From an optimization exercise on the open Yosys and OpenROAD flow, aimed at small area and a short achievable clock period; shortcuts taken in it are not production practice.
At most, simulation tests tie the RTL to the original design; equivalence was not proved.
For run 3, only the layout was checked, not whether the RTL still works.
Power figures rest on the tool's default switching activity, not on a simulated workload.

==> flow/config.mk <==
export PLATFORM = sky130hd
export DESIGN_NAME = byte_fifo
export DESIGN_NICKNAME = byte_fifo
export VERILOG_FILES = /design/flow/design.v
export SDC_FILE = /design/flow/constraint.sdc
export NUM_CORES = 4
export LEC_CHECK = 0
export CAP_MARGIN = 20
export CORE_MARGIN = 2
export CORE_UTILIZATION = 30
export PLACE_DENSITY = 0.8
export SETUP_SLACK_MARGIN = 2
export SLEW_MARGIN = 20
==> flow/standard.sh <==
#!/bin/bash
# synth_recipe.tcl (not shown) runs the flow's synth.tcl, then flattens the netlist and writes it again
# the make line also repeats each setting of config.mk as NAME=value (left out here)
make -C /OpenROAD-flow-scripts/flow DESIGN_CONFIG=/design/flow/config.mk WORK_HOME=/design/flow/orfs CLKGATE_MAP_FILE= SYNTH_SCRIPT=/design/flow/synth_recipe.tcl "${@:-finish}"
==> flow/flow/run.sh <==
#!/bin/bash
# Standard layout, with plain buf_1 cells as the port buffers.
set -euo pipefail
bash standard.sh "BUFFER_PORTS_ARGS=-buffer_cell sky130_fd_sc_hd__buf_1" finish > standard.log 2>&1
==> flow/constraint.sdc <==
create_clock -name core_clock -period 5.5 [get_ports {clk}]
set_input_delay 1.1000 -clock core_clock [delete_from_list [all_inputs] [get_ports {clk}]]
set_output_delay 1.1000 -clock core_clock [all_outputs]
set_load 0.01 [all_outputs]
==> flow/design.v <==
module byte_fifo
  (
   input              clk,
   input              rst_n,
   input              sync_rst,
   input              input_data_valid,
   input  [4:0]       num_bytes_taken_from_fifo,
   input  [127:0]     input_data,
   input  [4:0]       num_bytes_in,
   output             data_valid,
   output reg [5:0]   num_bytes,
   output [127:0]     data
   );
   reg [3:0]   rp;       
   reg [3:0]   wp;       
   reg [3:0]   rp_lo;    
   reg [3:0]   rp_hi;    
   reg [3:0]   wp_lo;    
   reg [3:0]   wp_hi;    
   reg [127:0] mem_a;    
   reg [127:0] mem_b;    
   wire [4:0] t   = num_bytes_taken_from_fifo;
   wire [4:0] nin = input_data_valid ? num_bytes_in : 5'd0;
   wire [6:0] left   = {1'b0, num_bytes} - {2'b00, t};
   wire       t_le_n = !left[6];
   assign data_valid = (t != 5'd0) && t_le_n;
   wire [5:0] cnt_keep = num_bytes + {1'b0, nin};
   wire [5:0] cnt_take = num_bytes + {1'b0, nin} - {1'b0, t};
   wire [4:0] rp_take  = {1'b0, rp} + t;    
   wire [3:0] rp_nxt = sync_rst ? 4'd0 : t_le_n ? rp_take[3:0] : rp;
   wire [3:0] wp_nxt = sync_rst ? 4'd0 : wp + nin[3:0];
   function [3:0] onehot2;
      input [1:0] v;
      onehot2 = 4'b0001 << v;
   endfunction
   always @(posedge clk) begin
      rp_lo <= onehot2(rp_nxt[1:0]);
      rp_hi <= onehot2(rp_nxt[3:2]);
   end
   always @(posedge clk or negedge rst_n)
     if (~rst_n) begin
        num_bytes <= 6'd0;
        rp        <= 4'd0;
        wp        <= 4'd0;
        wp_lo     <= 4'b0001;
        wp_hi     <= 4'b0001;
     end else begin
        num_bytes <= sync_rst ? 6'd0 : t_le_n ? cnt_take : cnt_keep;
        rp        <= rp_nxt;
        wp        <= wp_nxt;
        wp_lo     <= onehot2(wp_nxt[1:0]);
        wp_hi     <= onehot2(wp_nxt[3:2]);
     end
   wire [15:0] ge_rp, lt_wp, lt_t;
   genvar g, l, i;
   generate
      for (l = 0; l < 16; l = l + 1) begin : g_therm
         assign ge_rp[l] = (rp <= l);
         assign lt_wp[l] = (wp > l);
         assign lt_t[l]  = (t > l);
      end
   endgenerate
   wire        wrap_w = (wp < rp);
   wire [15:0] extra  = wrap_w ? (ge_rp | lt_wp) : (ge_rp & lt_wp);
   wire [15:0] rd_q, rd_int;
   generate
      for (l = 0; l < 16; l = l + 1) begin : g_rdrot
         wire [3:0] s1, s2;
         for (i = 0; i < 4; i = i + 1) begin : g_way
            assign s1[i] = lt_t[(l - i + 16) % 16] & rp_lo[i];
            assign s2[i] = rd_q[(l - 4*i + 16) % 16] & rp_hi[i];
         end
         assign rd_q[l]   = |s1;
         assign rd_int[l] = |s2;
      end
   endgenerate
   wire [127:0] wr1, wr2;
   generate
      for (l = 0; l < 16; l = l + 1) begin : g_wrot
         wire [7:0] s1 [0:3];
         wire [7:0] s2 [0:3];
         for (i = 0; i < 4; i = i + 1) begin : g_way
            assign s1[i] = input_data[8*((l - i + 16) % 16) +: 8] & {8{wp_lo[i]}};
            assign s2[i] = wr1[8*((l - 4*i + 16) % 16) +: 8] & {8{wp_hi[i]}};
         end
         assign wr1[8*l +: 8] = s1[0] | s1[1] | s1[2] | s1[3];
         assign wr2[8*l +: 8] = s2[0] | s2[1] | s2[2] | s2[3];
      end
   endgenerate
   wire ge16 = num_bytes[5] | num_bytes[4];
   generate
      for (l = 0; l < 16; l = l + 1) begin : g_lane
         wire       empty = ~ge16 & ~extra[l];
         wire       full  = num_bytes[5] | (num_bytes[4] & extra[l]);
         wire       load  = t_le_n & rd_int[l] | empty;
         wire [7:0] din   = wr2[8*l +: 8];
         always @(posedge clk) begin
            mem_a[8*l +: 8] <= (din & {8{load & ~full}})
                             | (mem_b[8*l +: 8] & {8{load & full}})
                             | (mem_a[8*l +: 8] & {8{~load}});
            if (load | ~full) mem_b[8*l +: 8] <= din;
         end
      end
   endgenerate
   wire [127:0] rd1, rd2;
   generate
      for (l = 0; l < 16; l = l + 1) begin : g_rrot
         wire [7:0] s1 [0:3];
         wire [7:0] s2 [0:3];
         for (i = 0; i < 4; i = i + 1) begin : g_way
            assign s1[i] = mem_a[8*((l + i) % 16) +: 8] & {8{rp_lo[i]}};
            assign s2[i] = rd1[8*((l + 4*i) % 16) +: 8] & {8{rp_hi[i]}};
         end
         assign rd1[8*l +: 8] = s1[0] | s1[1] | s1[2] | s1[3];
         assign rd2[8*l +: 8] = s2[0] | s2[1] | s2[2] | s2[3];
      end
   endgenerate
   assign data = rd2;
endmodule
==> results.txt, run 1 <==
status finished clean; P_leak 10.4 nW; setup TNS 0 ns; critical path capture point type primary output; max_slew headroom 23.0%; Synth Register Bits 286; antenna violations before repair 9; Std-Cell Rows 103; input/output buffers 276; Worst Skew 0.0166 ns; Cell variety after synth 82; Worst R2R End mem_a[53]; final worst slack 2.05 ns; number of global-route vias before repair 23400; Worst-Skew Late Latency 0.57 ns; mapped cell area 23800 um^2; worst slack at placement 0.980 ns; ys async rst share 7.69%; Max Transition Viols Final 0; Worst VDD drop 0.350 mV; total gr overflow 0; Net Count, Synth 3150; clock buffer count from CTS 27; critical path arrival 2.35 ns; Synth top area share 33.2%; Post-CTS Hold Fix Bufs 0; Clock Pin Slew Worst Setup and Hold Paths 0.07 ns; Final GP Congestion 1.00; WHS Path Cells 2; Die W 286 um; Tightest Pin Transition 1.15 ns; core area 78700 um^2; Die H 286 um; Worst Path Required 4.40 ns; worst r2r path cells 9; Final min period 3.45 ns; pwr/cell area 708 nW/um^2; GRT Total Usage 24.4%; synth warn 1; DR WL/cell 26.1 um; Worst Min Path Start mem_b[115]; Residual DRC 0; vias post-DR 27600; Synth area leader a22oi_1; Die ar. 81600 um^2; Seq/Total Area, Yosys 29.9%; TritonCTS clock tree yes; Initial Utilization 30.2%; fmax 0.290 GHz; Min-Delay Endpoint mem_a[115]; initial DRC count 6161; Critical Path Start Type register; DP Wirelength 79.4 mm; EDFF count, synth 128; clk buf depth 3; Post-DP Area 25300 um^2; # IOs 277; final cell count without fillers 4109; CTS sink cnt 286; Worst Hold Class register to register; Fin. Hold Viols 0; Min Hold Slack 0.466 ns; dpl cells 4037; fin crit share 62.8%; Mapped Cells 2981; post-DR vias/cell 6.72; Crit Path Class register to primary output; Max Cap Viol 0; maximum fanout along the worst path 68; reg-to-reg startpoint rp[3]; TritonRoute pass-1 iters 12; clock root buffer clkbuf_16; synthesized area per cell 7.99 um^2; Design Area, Final 26800 um^2; ANT nets after route 0; htree depth 1; # setup viols final 0; maximum number of pins on one net before global-route repair 129; first-pass GRT wire length 155 mm; RSZ-0062 raised after global routing true; Syn-to-layout area delta 12.4%; Top FF cell, synth dfxtp_1; Reg2Reg Setup Slack 2.09 ns; Synth area leaders a22oi_1 33%, edfxtp_1 16%, dfxtp_1 11%, nand2_1 9.3%, clkbuf_1 3.8%; fin nets 3203; ratio of cells with drive above 1 in the final layout 5.63%; Detailed Route WL 107 mm
[registers in the layout, summed over array words and instances, names as in the netlist]
signal     count
wp_hi          4
mem_a        128
rp_hi          4
rp_lo          4
mem_b        128
wp             4
rp             4
wp_lo          4
num_bytes      6
[logic make-up (layout without fill, tap and decap cells)]
| family | count (synthesis) | after routing | synth area share, % |
|---|---|---|---|
| other cells | 0 | 5 | 0 |
| buf+inv | 328 | 401 | 5.45 |
| xor+xnor | 14 | 14 | 0.515 |
| flops | 286 | 286 | 29.9 |
| mux | 25 | 25 | 1.05 |
| simple gates | 824 | 824 | 14.5 |
| compound gates | 1472 | 1472 | 46.8 |
| fa+ha+maj | 32 | 32 | 1.76 |
[metrics by stage]
step | power (W) | utilization [%]
2_1_floorplan | 0.0119 | -
3_3_place_gp | 0.0157 | 32.1
3_5_place_dp | 0.0160 | 32.1
4_1_cts | 0.0182 | 33.7
5_1_grt | 0.0199 | 34.0
6_report | 0.0190 | 34.0
[placed cells by master, fill, tap and decap left out, drive strengths merged, types with 7 or more instances in the layout]
cell / instances
a21boi: 11
a22o: 11
and3: 19
nor3: 25
nor2b: 30
nor2: 90
o22ai: 9
xnor2: 12
clkinv: 10
a211oi: 15
nand2: 587
clkbuf: 34
and2: 29
a31oi: 17
mux2i: 25
nand3: 7
nor3b: 11
a21o: 30
dfrtp: 20
dfxtp: 136
a22oi: 1054
a2111oi: 9
a221o: 85
o21a: 16
edfxtp: 128
buf: 326
o21ai: 65
inv: 26
or2: 7
a211o: 16
ha: 23
a21oi: 63
[cells in the mapped netlist (8+ instances only)]
cell type / instances
o21ai_0: 62
clkbuf_1: 241
a221o_1: 85
nand2_1: 587
a21oi_1: 61
a21o_1: 30
and2_1: 29
a2111oi_0: 8
nor2_1: 89
ha_1: 23
a31oi_1: 17
mux2i_1: 25
o21a_1: 16
dfxtp_1: 136
a22oi_1: 1054
buf_2: 14
xnor2_1: 12
buf_1: 40
a21boi_0: 8
inv_1: 22
o22ai_1: 9
a211o_1: 16
nor2b_1: 30
a211oi_1: 15
a22o_1: 11
edfxtp_1: 128
nor3_1: 25
and3_1: 19
dfrtp_1: 20
nor3b_1: 11
[where the power goes]
| group | total (W) | leakage, nW | switching [W] | internal (W) |
|---|---|---|---|---|
| Combinational | 0.0117 | 7.13 | 0.00785 | 0.00389 |
| Sequential | 0.00523 | 2.78 | 0.00170 | 0.00353 |
| Clock | 0.00199 | 0.460 | 0.000856 | 0.00113 |
[area by class of cell]
type | instances | area (um^2)
Antenna cell | 5 | 12.5
Clock buffer | 33 | 718
Clock inverter | 16 | 223
Fill cell | 7983 | 52000
Inverter | 25 | 98.8
Multi-Input combinational cell | 2367 | 15500
Sequential cell | 286 | 7180
Tap cell | 1050 | 1310
Timing Repair Buffer | 327 | 1690
[timing repair]
item,in CTS,in global routing
pin swaps,1,4
endpoints found under the hold margin,0,0
endpoints found under the setup margin,329,207
setup buffers,11,7
resized for setup,30,32
[critical path, stage by stage, from the launching register on]
cell	delay, ns
dfxtp_4	0.55
buf_12	0.33
a22oi_1	0.14
nand2_1	0.28
a22oi_1	0.14
nand2_1	0.14
buf_1	0.19
[metal layers]
layer  vias to the layer above  global-route usage (%)  part of all wire (%)  routed length, um
met3                       358                    7.09                    16              17000
met2                      2347                    35.3                    41              43800
met1                     12900                    34.0                    38              40700
li1                      12000                       -                     -                  -
met4                         4                    9.71                   5.4               5810
met5                         -                       0                 0.021                 23
[worst max path at each step]
| stage | slack [ns] | from | cells after the start | endpoint |
|---|---|---|---|---|
| after floorplan | 1.93 | num_bytes_taken_from_fifo[4] | 10 | data_valid |
| after global placement | 1.05 | num_bytes_taken_from_fifo[1] | 10 | mem_a[83] |
| after detailed placement | 0.98 | num_bytes_taken_from_fifo[1] | 10 | mem_a[83] |
| after CTS | 1.89 | num_bytes_taken_from_fifo[4] | 5 | data_valid |
| after global routing | 2.00 | num_bytes_taken_from_fifo[0] | 8 | mem_b[103] |
| final | 2.05 | rp_lo[2] | 6 | data[19] |
==> inputs of run 2 (changes only) <==
--- a/flow/config.mk
+++ b/flow/config.mk
@@ -8,6 +8,6 @@
 export CAP_MARGIN = 20
 export CORE_MARGIN = 2
 export CORE_UTILIZATION = 30
-export PLACE_DENSITY = 0.8
+export PLACE_DENSITY = 0.7
 export SETUP_SLACK_MARGIN = 2
 export SLEW_MARGIN = 20
==> run 2 against run 1 <==
- global-route usage is 0.25 points higher
- register-to-register slack better by 0.09 ns
- final cell count about the same
- flip-flop and latch count is the same
- wire length rose by 0.82%
- critical endpoint is now data_valid
- via count is 0.46% lower
- die area unchanged
- non-clock buffer count grew 3
- clock skew about the same
==> results.txt, run 2 <==
status finished clean; Switching Share 55.0%; # IOs 277; GRT Total Usage 24.7%; Residual DRC 0; fin nets 3206; TritonCTS clock tree yes; commonest non-fill, non-tap cells in the layout 1054 x a22oi_1, 587 x nand2_1, 272 x buf_1; ys async rst share 7.69%; critical path, cell by cell buf_2, buf_4, or4_4, nor2_4, nor2_4, buf_1; input/output buffers 276; Worst VDD drop 0.272 mV; clk buf depth 3; EDFF count, synth 128; core area 78700 um^2; pwr/cell area 704 nW/um^2; CP max stage delay 0.55 ns; Die W 286 um; Synth top area share 33.2%; P_sw 0.0104 W; Final GP Congestion 0.979; Pwr Total 0.0189 W; Max Cap Viol 0; Buffers & Inverters on Critical Path 3; setup TNS 0 ns; slowest CP cell or4_4; Mapped Cells 2981; Pint 0.00849 W; DP Wirelength 79.5 mm; Reg power frac 27.6%; critical path capture point type primary output; Final min period 3.63 ns; antenna violations before repair 5; Crit Path Class input port to primary output; biggest regs mem_a (128), mem_b (128), num_bytes (6); Post-DP Area 25300 um^2; mapped cell area 23800 um^2; Top FF cell, synth dfxtp_1; ANT nets after route 0; clock buffer count from CTS 27; CTS sink cnt 286; Clock Pin Slew Worst Setup and Hold Paths 0.06 ns; most frequent CP cell nor2_4; Seq/Total Area, Yosys 29.9%; Syn-to-layout area delta 12.7%; Clock Power Share 9.7%; maximum number of pins on one net before global-route repair 140; crit-path leading delay family simple AND/OR/NAND/NOR gates; post-DR vias/cell 6.69; Detailed Route WL 108 mm; commonest non-fill, non-tap cell in the layout a22oi_1; Std-Cell Rows 103; Fin. Hold Viols 0; Net Count, Synth 3150; number of global-route vias before repair 23000; Synth Register Bits 286; Die H 286 um; Max Transition Viols Final 0; Synth area leaders a22oi_1 33%, edfxtp_1 16%, dfxtp_1 11%, nand2_1 9.3%, clkbuf_1 3.8%; TritonRoute pass-1 iters 8; fmax 0.276 GHz; Design Area, Final 26800 um^2; synth warn 1; first-pass GRT wire length 156 mm; top-count cell post-synth a22oi_1; final worst slack 1.87 ns; total gr overflow 0; RSZ-0062 raised after global routing true; clock root buffer clkbuf_16; Tightest Pin Transition 1.14 ns; Min Hold Slack 0.470 ns; maximum fanout along the worst path 11; DR WL/cell 26.3 um; initial DRC count 6003; top cells by count, synth 1054 x a22oi_1, 587 x nand2_1, 241 x clkbuf_1; critical path arrival 2.53 ns; Initial Utilization 30.2%; max_slew headroom 24.2%; vias post-DR 27500; Post-CTS Hold Fix Bufs 0; Synth area leader a22oi_1; Worst Hold Class register to register; fin crit share 65.9%; fillers 8163; synthesized area per cell 7.99 um^2; Die ar. 81600 um^2; ratio of cells with drive above 1 in the final layout 6.18%; Critical Path Start Type input port; Worst Path Required 4.40 ns; # setup viols final 0; Worst Skew 0.0169 ns; worst slack at placement 0.844 ns; htree depth 1; Comb pwr share 62.8%; Worst-Skew Late Latency 0.58 ns; P_leak 10.4 nW; Cell variety after synth 82
run 2: cell types whose count changed in the layout (fill, tap and decap cells not counted), sizes merged:
| cell | before | now |
|---|---|---|
| clkbuf | 34 | 41 |
| bufinv | 4 | 0 |
| diode | 5 | 3 |
| buf | 326 | 325 |
| clkdlybuf4s15 | 0 | 1 |
| clkinv | 10 | 11 |
| clkinvlp | 1 | 0 |
| inv | 26 | 27 |
run 2: kinds of logic after synthesis:
logic type	share of synthesized area, %
flops	29.9
simple gates	14.5
fa+ha+maj	1.76
compound gates	46.8
mux	1.05
xor+xnor	0.515
buf+inv	5.45
run 2: final timing paths:
check | depth (start not counted) | start | slack, ns | end
worst max-delay path | 6 | num_bytes_taken_from_fifo[1] | 1.87 | data_valid
worst max register to register | 8 | rp[3] | 2.18 | mem_a[19]
max in group asynchronous | 2 | rst_n | 4.73 | wp_hi[0]
min in group asynchronous | 2 | rst_n | 0.49 | wp[3]
worst min-delay path | 1 | mem_b[25] | 0.47 | mem_a[25]
worst min register to register | 1 | mem_b[25] | 0.47 | mem_a[25]
run 2: per-layer routing:
layer | up-vias | GRT usage, % | routed length [um]
li1 | 12000 | - | -
met1 | 13000 | 36.4 | 43700
met2 | 2241 | 35.5 | 44900
met3 | 264 | 5.41 | 15300
met4 | 8 | 7.47 | 4250
met5 | - | 0 | 56
run 2: power groups by stage:
stage,clock network (W),registers [W],logic (W)
after floorplan,0,0.00408,0.00785
after global placement,0,0.00515,0.0106
after detailed placement,0,0.00519,0.0108
after CTS,0.00182,0.00508,0.0112
after global routing,0.00192,0.00524,0.0127
final,0.00182,0.00521,0.0118
run 2: repair_timing:
action | CTS | global route
setup buffers | 14 | 3
endpoints found under the setup margin | 325 | 288
hold endpoints to repair | 0 | 0
gates resized for setup | 40 | 32
pin swaps | 5 | 1
gates cloned | 1 | 3
run 2: area by class of cell:
| type | instances | area [um^2] | share of cell area [%] |
|---|---|---|---|
| Multi-Input combinational cell | 2367 | 15600 | 58.3 |
| Sequential cell | 286 | 7180 | 26.8 |
| Timing Repair Buffer | 330 | 1730 | 6.46 |
| Tap cell | 1050 | 1310 | 4.90 |
| Clock buffer | 37 | 753 | 2.81 |
| Inverter | 25 | 98.8 | 0.368 |
| Clock inverter | 13 | 92.6 | 0.345 |
| Antenna cell | 3 | 7.51 | 0.0280 |
run 2: stage by stage:
step | instances | util (%)
after detailed placement | 4037 | 32.2
after floorplan | 2981 | -
final | 4111 | 34.1
after global placement | 4037 | 32.2
after CTS | 4102 | 33.7
after global routing | 4108 | 34.1
==> inputs of run 3 (changes only) <==
--- a/flow/design.v
+++ b/flow/design.v
@@ -15,6 +15,8 @@
    reg [3:0]   wp;       
    reg [3:0]   rp_lo;    
    reg [3:0]   rp_hi;    
+   reg [3:0]   rp_lo2;   
+   reg [3:0]   rp_hi2;   
    reg [3:0]   wp_lo;    
    reg [3:0]   wp_hi;    
    reg [127:0] mem_a;    
@@ -37,6 +39,14 @@
       rp_lo <= onehot2(rp_nxt[1:0]);
       rp_hi <= onehot2(rp_nxt[3:2]);
    end
+   always @(posedge clk or negedge rst_n)
+     if (~rst_n) begin
+        rp_lo2 <= 4'b0000;
+        rp_hi2 <= 4'b0000;
+     end else begin
+        rp_lo2 <= onehot2(rp_nxt[1:0]);
+        rp_hi2 <= onehot2(rp_nxt[3:2]);
+     end
    always @(posedge clk or negedge rst_n)
      if (~rst_n) begin
         num_bytes <= 6'd0;
@@ -108,8 +118,8 @@
          wire [7:0] s1 [0:3];
          wire [7:0] s2 [0:3];
          for (i = 0; i < 4; i = i + 1) begin : g_way
-            assign s1[i] = mem_a[8*((l + i) % 16) +: 8] & {8{rp_lo[i]}};
-            assign s2[i] = rd1[8*((l + 4*i) % 16) +: 8] & {8{rp_hi[i]}};
+            assign s1[i] = mem_a[8*((l + i) % 16) +: 8] & {8{l < 8 ? rp_lo[i] : rp_lo2[i]}};
+            assign s2[i] = rd1[8*((l + 4*i) % 16) +: 8] & {8{l < 8 ? rp_hi[i] : rp_hi2[i]}};
          end
          assign rd1[8*l +: 8] = s1[0] | s1[1] | s1[2] | s1[3];
          assign rd2[8*l +: 8] = s2[0] | s2[1] | s2[2] | s2[3];
--- a/flow/config.mk
+++ b/flow/config.mk
@@ -8,6 +8,6 @@
 export CAP_MARGIN = 20
 export CORE_MARGIN = 2
 export CORE_UTILIZATION = 30
-export PLACE_DENSITY = 0.7
+export PLACE_DENSITY = 0.8
 export SETUP_SLACK_MARGIN = 2
 export SLEW_MARGIN = 20
==> run 3 against run 2 <==
- via count grew 1.1%
- setup slack gained 0.14 ns
- global-route usage shrank 0.77 points
- area after synthesis is 1.3% higher
- utilization grew 0.15 points
- first-iteration DRC count is 1.5% higher
- largest cell class unchanged
- largest power group unchanged
==> results.txt, run 3 <==
status finished clean; input/output buffers 276; Crit Path Class register to primary output; Worst VDD drop 0.315 mV; clock buffer count from CTS 28; Max Transition Viols Final 0; CTS sink cnt 294; clk buf depth 3; ys async rst share 10.2%; Syn-to-layout area delta 12.4%; pwr/cell area 720 nW/um^2; initial DRC count 6091; DR WL/cell 25.9 um; synth warn 1; final worst slack 2.01 ns; Core Util, Final 34.2%; maximum fanout along the worst path 64; TritonRoute pass-1 iters 9; Min-Delay Endpoint mem_a[110]; # setup viols final 0; Worst-Skew Late Latency 0.58 ns; TritonCTS clock tree yes; commonest non-fill, non-tap cells in the layout 1035 x a22oi_1, 574 x nand2_1, 269 x buf_1; Tightest Pin Transition 1.06 ns; Worst Path Required 4.40 ns; Worst Skew 0.0179 ns; Std-Cell Rows 103; maximum number of pins on one net before global-route repair 129; Post-DP Area 25600 um^2; number of global-route vias before repair 23200; total gr overflow 0; Fin. Hold Viols 0; fin crit share 63.4%; Final GP Congestion 1.01; commonest non-fill, non-tap cell in the layout a22oi_1; core area 79300 um^2; Die ar. 82700 um^2; Final min period 3.49 ns; Min Hold Slack 0.473 ns; Antenna diodes 0; critical path capture point type primary output; Design Area, Final 27100 um^2; top cells by count, synth 1037 x a22oi_1, 577 x nand2_1, 213 x clkbuf_1; ratio of cells with drive above 1 in the final layout 6.36%; RSZ-0062 raised after global routing true; Worst Hold Class register to register; # IOs 277; Cell variety after synth 89; DP Wirelength 80.0 mm; Top FF cell, synth dfxtp_1; htree depth 1; Worst R2R End mem_a[59]; GRT Total Usage 23.9%; Max Cap Viol 0; worst slack at placement 1.05 ns; ANT nets after route 0; WHS Path Cells 1; fmax 0.287 GHz; clock root buffer clkbuf_16; Synth Register Bits 294; Residual DRC 0; Critical Path Start Type register; Initial Utilization 30.4%; Die W 288 um; Synth top area share 32.3%; Seq/Total Area, Yosys 30.3%; Clock Pin Slew Worst Setup and Hold Paths 0.07 ns; biggest regs mem_a (128), mem_b (128), num_bytes (6); fillers 8217; Worst Min Path Start mem_b[110]; EDFF count, synth 128; first-pass GRT wire length 153 mm; antenna violations before repair 3; reg-to-reg startpoint rp[3]; Die H 288 um; Mapped Cells 3003; post-DR vias/cell 6.72; Net Count, Synth 3172; Reg2Reg Setup Slack 2.09 ns; max_slew headroom 29.1%; top-count cell post-synth a22oi_1; Synth area leader a22oi_1; Synth area leaders a22oi_1 32%, edfxtp_1 16%, dfxtp_1 11%, nand2_1 9.0%, a221o_1 3.4%; fin nets 3231; critical path arrival 2.39 ns; worst r2r path cells 8; setup TNS 0 ns; mapped cell area 24100 um^2; Detailed Route WL 107 mm; synthesized area per cell 8.03 um^2; P_leak 10.5 nW; vias post-DR 27800
==> run 3: changes by cell type after synthesis, moves of 9 or more <==
cell / previous run / this run
nor2_1: 89 / 99
nand2_1: 587 / 577
nand2b_1: 4 / 14
a22oi_1: 1054 / 1037
buf_1: 40 / 56
nor3_1: 25 / 12
buf_2: 14 / 26
inv_1: 22 / 55
and3_1: 19 / 3
clkbuf_1: 241 / 213
and3b_1: 0 / 9
==> run 3: kinds of logic after synthesis <==
group                    after synthesis  share of synthesized area, %
adder cells (fa/ha/maj)               32                          1.73
XOR/XNOR                              14                         0.508
AND/OR/NAND/NOR                      830                          14.8
multiplexers                          29                          1.20
buffers and inverters                353                          5.72
flip-flops                           294                          30.3
AO/OA/AOI/OAI                       1451                          45.7
==> run 3: power breakdown <==
part | internal, W | switching, W | leakage, nW
registers | 0.00362 | 0.00188 | 2.87
clock network | 0.00110 | 0.000847 | 0.457
logic | 0.00403 | 0.00805 | 7.18
==> run 3: critical path: stages (launching register included) <==
cell and delay, ns:
dfxtp_4 0.51, buf_12 0.31, a22oi_1 0.18, nand2_1 0.26, a22oi_1 0.14, nand2_1 0.19, buf_1 0.19
==> run 3: what timing repair did <==
item,in CTS,in global routing
buffers inserted,5,11
gates resized for setup,54,36
setup endpoints to repair,359,207
hold buffers,0,0
endpoints found under the hold margin,0,0
pin swaps,3,4
gates cloned,1,2
==> run 3: through the flow <==
step | std cells | total power (W)
after floorplan | 3003 | 0.0124
final | 4134 | 0.0195
after detailed placement | 4062 | 0.0166
after global placement | 4062 | 0.0163
after CTS | 4120 | 0.0186
after global routing | 4134 | 0.0204
==> run 3: routing by layer <==
metal,global-route usage (%),vias to the layer above,wire length (um)
met2,33.1,2540,42700
li1,-,12000,-
met5,0,-,153
met4,5.98,8,3620
met1,35.3,12900,41000
met3,7.61,323,19500
==> run 3: final cells by class <==
class / instances / area, um^2 / area share, %
timing repair buffer: 326 / 1660 / 6.11
multi-input combinational: 2357 / 15600 / 57.5
sequential: 294 / 7400 / 27.3
clock buffer: 43 / 830 / 3.06
inverter: 55 / 214 / 0.789
clock inverter: 9 / 105 / 0.387
tap: 1050 / 1310 / 4.84
==> run 3: how the worst max path moves through the flow <==
stage | slack (ns) | end | depth (start not counted) | start
floorplan | 2.00 | data_valid | 9 | num_bytes_taken_from_fifo[2]
global placement | 1.14 | mem_b[125] | 6 | num_bytes_taken_from_fifo[1]
detailed placement | 1.05 | mem_b[125] | 6 | num_bytes_taken_from_fifo[1]
CTS | 1.97 | data_valid | 6 | num_bytes_taken_from_fifo[4]
global route | 1.95 | mem_a[84] | 8 | rp[2]
finish | 2.01 | data[16] | 6 | rp_lo[2]

-- what the ideal ports hide --
Ports are ideal in the flow. The routed layouts listed here were re-timed in OpenROAD. Step 1 assumes that a clkbuf_16 drives the clock port and a buf_2 every other input. Step 2 times the ports against the registers' clock, not the clock port: input delays grow and output delays shrink by t, the midpoint of the rising clock arrivals with the driver on. Three values: no drivers, after step 1, after step 2; two values: the first two.
run | shift t [ns] | setup slack, ns | pins driven straight from the clock port
run 1 | 0.621 | 2.047 / 1.991 / 1.511 | 1
run 2 | 0.629 | 1.874 / 1.819 / 1.291 | 1
run 3 | 0.631 | 2.012 / 1.952 / 1.446 | 1
After both steps setup and hold are still met in every run listed. For run 2, which loses most, drivers alone change the setup slack by -0.055 ns; drivers and shift together by -0.583 ns.
